What follows belongs to an exercise in optimizing a design on an open flow for small area; a production flow would make more cautious choices. The RTL was checked by simulation tests, not by an equivalence proof against the original design. Power and IR drop assume default switching activity. No driver is modelled on the clock port, so clocking that relies on it looks cheaper here than on a real chip.

==> flow/design.v <==
`timescale 1ns/1ps
module ingress #(parameter SHARED = 0, parameter WRST = 0) (
    input clock, reset_n,
    input frame_n, valid_n, di,
    input granted,
    input start,                
    output reg pend,
    output reg [2:0] aq,
    output reg [4:0] w,
    output reg cur,
    output reg [31:0] ra, rb
);
    reg [1:0] ca;
    reg [2:0] ain;
    reg d1;
    wire last = !valid_n & frame_n;
    always @(posedge clock) begin
        ra <= {ra[30:0], (!valid_n & !cur) ? di : ra[31]};
        rb <= {rb[30:0], (!valid_n & cur) ? di : rb[31]};
        if (last) cur <= ~cur;
        if (!reset_n) begin
            ca <= 2'd0;
            d1 <= 1'b0;
            pend <= 1'b0;
        end else begin
            if (frame_n & valid_n) ca <= 2'd0;
            else if (!frame_n & valid_n & (ca != 2'd3)) begin
                ca <= ca + 2'd1;
                ain <= {di, ain[2:1]};
            end
            d1 <= last;
            if (d1) pend <= 1'b1;
            else if (granted) pend <= 1'b0;
        end
        if (d1) aq <= ain;
        if (SHARED) begin
            if (d1 | start | (WRST && !reset_n)) w <= 5'd0;
            else w <= w + 5'd1;
        end else begin
            if (d1) w <= 5'd0;
            else if (pend) w <= {2'b00, w[2:0] + 3'd1};
        end
    end
endmodule
`timescale 1ns/1ps
module selector #(parameter TWO = 1, parameter OWNQ = 1, parameter EXTCNT = 0,
                  parameter LIVE = 0) (
    input clock, reset_n, start,
    input [2:0] aq,             
    input [3:0] hd,             
    input [4:0] m,              
    input [4:0] w,              
    input rsel,                 
    input [31:0] ra, rb,
    output reg act,
    output [2:0] tq,
    output reg [3:0] ts,
    output stream
);
    reg [4:0] kp, cnt;
    reg rs;
    reg [2:0] tqr;
    always @(posedge clock) begin
        if (!reset_n) act <= 1'b0;
        else if (start) act <= 1'b1;
        else if (EXTCNT ? (w == 5'd31) : (cnt == 5'd0)) act <= 1'b0;
        if (start) begin
            tqr <= aq;
            ts <= hd;
            rs <= rsel;
            kp <= m + w[2:0];
            cnt <= 5'd31;
        end else begin
            cnt <= cnt - 5'd1;
        end
    end
    assign tq = OWNQ ? tqr : aq;
    wire [31:0] r = (TWO && (LIVE ? rsel : rs)) ? rb : ra;
    assign stream = r[kp];
endmodule
`timescale 1ns/1ps
module rf32 (
    input clock, x, clr,
    output r1
);
    reg [31:0] r;
    always @(posedge clock) r <= {r[30:2], r[1] & ~clr, r[0], r[31] | x};
    assign r1 = r[1];
endmodule
`timescale 1ns/1ps
module fifo3 (
    input clock, reset_n, init,
    input [7:0] req,            
    input [9:0] cq,             
    input [159:0] csd,          
    output we,
    output reg [3:0] head,
    output [4:0] m,             
    output dout, valido_n
);
    reg [3:0] tail;
    reg emp, emp_d;
    reg [4:0] M;
    wire pop, snd;
    wire full = (head == tail) & ~emp;
    assign we = (|req) & ~full;
    assign m = emp ? 5'd1 : M;
    always @(posedge clock) begin
        if (!reset_n) begin
            head <= 4'd0;
            tail <= 4'd0;
            emp <= 1'b1;
        end else begin
            if (we) head <= head + 4'd1;
            if (pop) tail <= tail + 4'd1;
            if (we && !pop) emp <= 1'b0;
            else if (!we && pop && (tail + 4'd1 == head)) emp <= 1'b1;
        end
        if (we) M <= emp ? 5'd2 : M + 5'd1;
        else M <= M - 5'd1;
        emp_d <= emp | ~reset_n;
    end
    egress e (.clock(clock), .reset_n(reset_n), .empty(emp_d), .pop(pop), .snd(snd),
        .valido_n(valido_n));
    wire [15:0] r1v;
    genvar s, c;
    generate
        for (s = 0; s < 16; s = s + 1) begin : g_s
            wire [9:0] hd;
            for (c = 0; c < 10; c = c + 1) begin : g_h
                assign hd[c] = cq[c] & csd[16*c + s];
            end
            wire x = |hd;
            wire clr = init | (snd & (tail == s));
            rf32 r (.clock(clock), .x(x), .clr(clr), .r1(r1v[s]));
        end
    endgenerate
    assign dout = r1v[tail];
endmodule
`timescale 1ns/1ps
module egress (
    input clock, reset_n, empty,
    output pop, snd, valido_n
);
    reg [5:0] ec;
    always @(posedge clock) begin
        if (!reset_n) ec <= 6'd0;
        else if (ec == 6'd0) ec <= empty ? 6'd0 : 6'd1;
        else if (ec == 6'd33) ec <= 6'd0;
        else ec <= ec + 6'd1;
    end
    assign pop = (ec == 6'd32);
    assign snd = (ec != 6'd0) & (ec != 6'd33);
    assign valido_n = ~snd;
endmodule
`timescale 1ns/1ps
module router(
    input clock, reset_n,
    input [7:0] frame_n, valid_n, di,
    output [7:0] dout, valido_n, frameo_n
);
    reg init;
    wire [39:0] wv;
    always @(posedge clock) if (!reset_n) init <= 1'b1; else if (wv[4:0] == 5'd31) init <= 1'b0;
    wire [7:0] pend, granted;
    wire [23:0] aq;
    wire [63:0] grant;            
    wire [7:0] we_all;
    wire [31:0] head_all;
    wire [39:0] m_all;
    wire [9:0] cact, cstr;
    wire [29:0] ctq;
    wire [39:0] cts;
    wire [79:0] cq;               
    wire [159:0] csd;             
    genvar i, q, s, c;
    generate
        for (c = 0; c < 10; c = c + 1) begin : g_dec
            for (q = 0; q < 8; q = q + 1) begin : g_dq
                assign cq[8*c + q] = cact[c] & (ctq[3*c +: 3] == q);
            end
            for (s = 0; s < 16; s = s + 1) begin : g_ds
                assign csd[16*c + s] = (cts[4*c +: 4] == s) & cstr[c];
            end
        end
        for (i = 0; i < 8; i = i + 1) begin : g_in
            wire [31:0] ra, rb;
            wire cur;
            wire st;
            ingress #(.SHARED(i < 5), .WRST(i == 0)) ip (.clock(clock), .reset_n(reset_n), .frame_n(frame_n[i]),
                .valid_n(valid_n[i]), .di(di[i]), .granted(granted[i]), .start(st),
                .pend(pend[i]), .aq(aq[3*i +: 3]), .w(wv[5*i +: 5]), .cur(cur), .ra(ra), .rb(rb));
            wire [7:0] g;
            assign granted[i] = |g;
            wire [3:0] hd;
            wire [4:0] m;
            for (q = 0; q < 8; q = q + 1) begin : g_g
                assign g[q] = grant[8*q + i];
            end
            assign st = |(g & we_all);
            sel8 #(.W(4)) sh (.s(g), .d(head_all), .y(hd));
            sel8 #(.W(5)) sm (.s(g), .d(m_all), .y(m));
            if (i < 6) begin : g_one
                selector #(.TWO(1), .OWNQ(i >= 5), .EXTCNT(i < 5), .LIVE(i < 3)) ch (.clock(clock), .reset_n(reset_n),
                    .start(st), .aq(aq[3*i +: 3]), .hd(hd), .m(m), .w(wv[5*i +: 5]),
                    .rsel(cur), .ra(rb), .rb(ra), .act(cact[i]), .tq(ctq[3*i +: 3]),
                    .ts(cts[4*i +: 4]), .stream(cstr[i]));
            end else begin : g_two
                selector #(.TWO(0), .OWNQ(1)) cha (.clock(clock), .reset_n(reset_n),
                    .start(st & cur), .aq(aq[3*i +: 3]), .hd(hd), .m(m), .w(wv[5*i +: 5]),
                    .rsel(1'b0), .ra(ra), .rb(ra), .act(cact[i]), .tq(ctq[3*i +: 3]),
                    .ts(cts[4*i +: 4]), .stream(cstr[i]));
                selector #(.TWO(0), .OWNQ(1)) chb (.clock(clock), .reset_n(reset_n),
                    .start(st & ~cur), .aq(aq[3*i +: 3]), .hd(hd), .m(m), .w(wv[5*i +: 5]),
                    .rsel(1'b0), .ra(rb), .rb(rb), .act(cact[i+2]), .tq(ctq[3*(i+2) +: 3]),
                    .ts(cts[4*(i+2) +: 4]), .stream(cstr[i+2]));
            end
        end
        for (q = 0; q < 8; q = q + 1) begin : g_q
            wire [7:0] req;
            for (i = 0; i < 8; i = i + 1) begin : g_r
                assign req[i] = pend[i] & (aq[3*i +: 3] == q);
            end
            for (i = 0; i < 8; i = i + 1) begin : g_w
                if (i == 0) assign grant[8*q] = req[0];
                else assign grant[8*q + i] = req[i] & ~|req[i-1:0];
            end
            wire [9:0] cqq;
            for (c = 0; c < 10; c = c + 1) begin : g_c
                assign cqq[c] = cq[8*c + q];
            end
            fifo3 f (.clock(clock), .reset_n(reset_n), .init(init), .req(req),
                .cq(cqq), .csd(csd), .we(we_all[q]),
                .head(head_all[4*q +: 4]), .m(m_all[5*q +: 5]),
                .dout(dout[q]), .valido_n(valido_n[q]));
            assign frameo_n[q] = valido_n[q];
        end
    endgenerate
endmodule
module sel8 #(parameter W = 4) (
    input [7:0] s,
    input [8*W-1:0] d,
    output [W-1:0] y
);
    genvar b, q;
    generate
        for (b = 0; b < W; b = b + 1) begin : g_b
            wire [7:0] t;
            for (q = 0; q < 8; q = q + 1) begin : g_q
                assign t[q] = s[q] & d[W*q + b];
            end
            assign y[b] = |t;
        end
    endgenerate
endmodule
export LEC_CHECK = 0
export CAP_MARGIN = 20
export CORE_MARGIN = 2
export CORE_UTILIZATION = 50
export SLEW_MARGIN = 30
create_clock -name core_clock -period 12.0 [get_ports {clock}]
standard.sh (not shown) runs the stock make flow with config.mk's settings and CLKGATE_MAP_FILE= SYNTH_SCRIPT=/design/flow/synth_recipe.tcl, a recipe that flattens the netlist after the stock synthesis.
==> flow/flow/run.sh <==
#!/bin/bash
# The standard layout (standard.sh), with two changes:
#  - synthesis maps the logic with an area-oriented ABC script
#    (strash; dch -f; amap -m) instead of ORFS's delay-oriented one; every step
#    before it, flip-flop mapping included, is unchanged, so the registers are
#    the standard synthesis's;
#  - the clock tree is built from sink clusters of up to 32 flip-flops within
#    80 um, driven by clkbuf_16, without dummy loads.
set -eo pipefail
rm -rf scripts_abc
cp -r "$FLOW_HOME/scripts" scripts_abc
printf 'strash\ndch -f\namap -m\n' > scripts_abc/abc_speed.script
export SCRIPTS_DIR="$PWD/scripts_abc"
export CTS_ARGS="-sink_clustering_enable -repair_clock_nets -sink_clustering_size 36 -sink_clustering_max_diameter 70 -buf_list sky130_fd_sc_hd__clkbuf_16 -dont_use_dummy_load"
bash standard.sh > standard.log 2>&1
Then changed:
--- a/flow/design.v
+++ b/flow/design.v
@@ -175,14 +175,14 @@
     wire [159:0] csd;             
     genvar i, q, s, c;
     generate
         for (c = 0; c < 10; c = c + 1) begin : g_dec
             for (q = 0; q < 8; q = q + 1) begin : g_dq
-                assign cq[8*c + q] = cact[c] & (ctq[3*c +: 3] == q);
+                assign cq[8*c + q] = cact[c] & cstr[c] & (ctq[3*c +: 3] == q);
             end
             for (s = 0; s < 16; s = s + 1) begin : g_ds
-                assign csd[16*c + s] = (cts[4*c +: 4] == s) & cstr[c];
+                assign csd[16*c + s] = (cts[4*c +: 4] == s);
             end
         end
         for (i = 0; i < 8; i = i + 1) begin : g_in
             wire [31:0] ra, rb;
             wire cur;
@@ -199,11 +199,11 @@
             end
             assign st = |(g & we_all);
             sel8 #(.W(4)) sh (.s(g), .d(head_all), .y(hd));
             sel8 #(.W(5)) sm (.s(g), .d(m_all), .y(m));
             if (i < 6) begin : g_one
-                selector #(.TWO(1), .OWNQ(i >= 5), .EXTCNT(i < 5), .LIVE(i < 3)) ch (.clock(clock), .reset_n(reset_n),
+                selector #(.TWO(1), .OWNQ(i >= 5), .EXTCNT(i < 5), .LIVE(i < 4)) ch (.clock(clock), .reset_n(reset_n),
                     .start(st), .aq(aq[3*i +: 3]), .hd(hd), .m(m), .w(wv[5*i +: 5]),
                     .rsel(cur), .ra(rb), .rb(ra), .act(cact[i]), .tq(ctq[3*i +: 3]),
                     .ts(cts[4*i +: 4]), .stream(cstr[i]));
             end else begin : g_two
                 selector #(.TWO(0), .OWNQ(1)) cha (.clock(clock), .reset_n(reset_n),
Outcome:
- worst setup slack gets worse by 0.44 ns
- wire length stays flat
- sequential share of layout area went down by 0.29 points
- combinational power stays flat
- clock skew went down by 0.0054 ns
- clock power went down by about 2%
- total power went down by 0.51%
- count of clock-buffer cells in the layout went down by 7
- flip-flop and latch count went down by 1
- utilization went up by 0.25 points
- synthesized cell count went down by about 0.8%
- global-route usage barely changes

afterwards: timing with drivers on the ports:
Ports are ideal in the flow. The routed layouts listed here were re-timed in OpenROAD. Step 1 (the two cells are an assumption about what drives the block):
set clk [get_ports {clock}]
set_driving_cell -lib_cell sky130_fd_sc_hd__clkbuf_16 $clk
set_driving_cell -lib_cell sky130_fd_sc_hd__buf_2 [delete_from_list [all_inputs] $clk]
Step 2 times the ports against the registers' clock, not the clock port: input delays grow and output delays shrink by t, the midpoint of the rising clock arrivals with the driver on. a / b / c = ideal ports / drivers / drivers and shift; a / b = the first two.
run | shift t [ns] | setup WS [ns] | worst slew at a driven data input, ns
the first run | 0.929 | 6.020 / 5.923 / 6.596 | 0.09
the second run | 0.934 | 5.582 / 5.582 / 5.582 | 0.06
After both steps setup and hold are still met in every run listed.
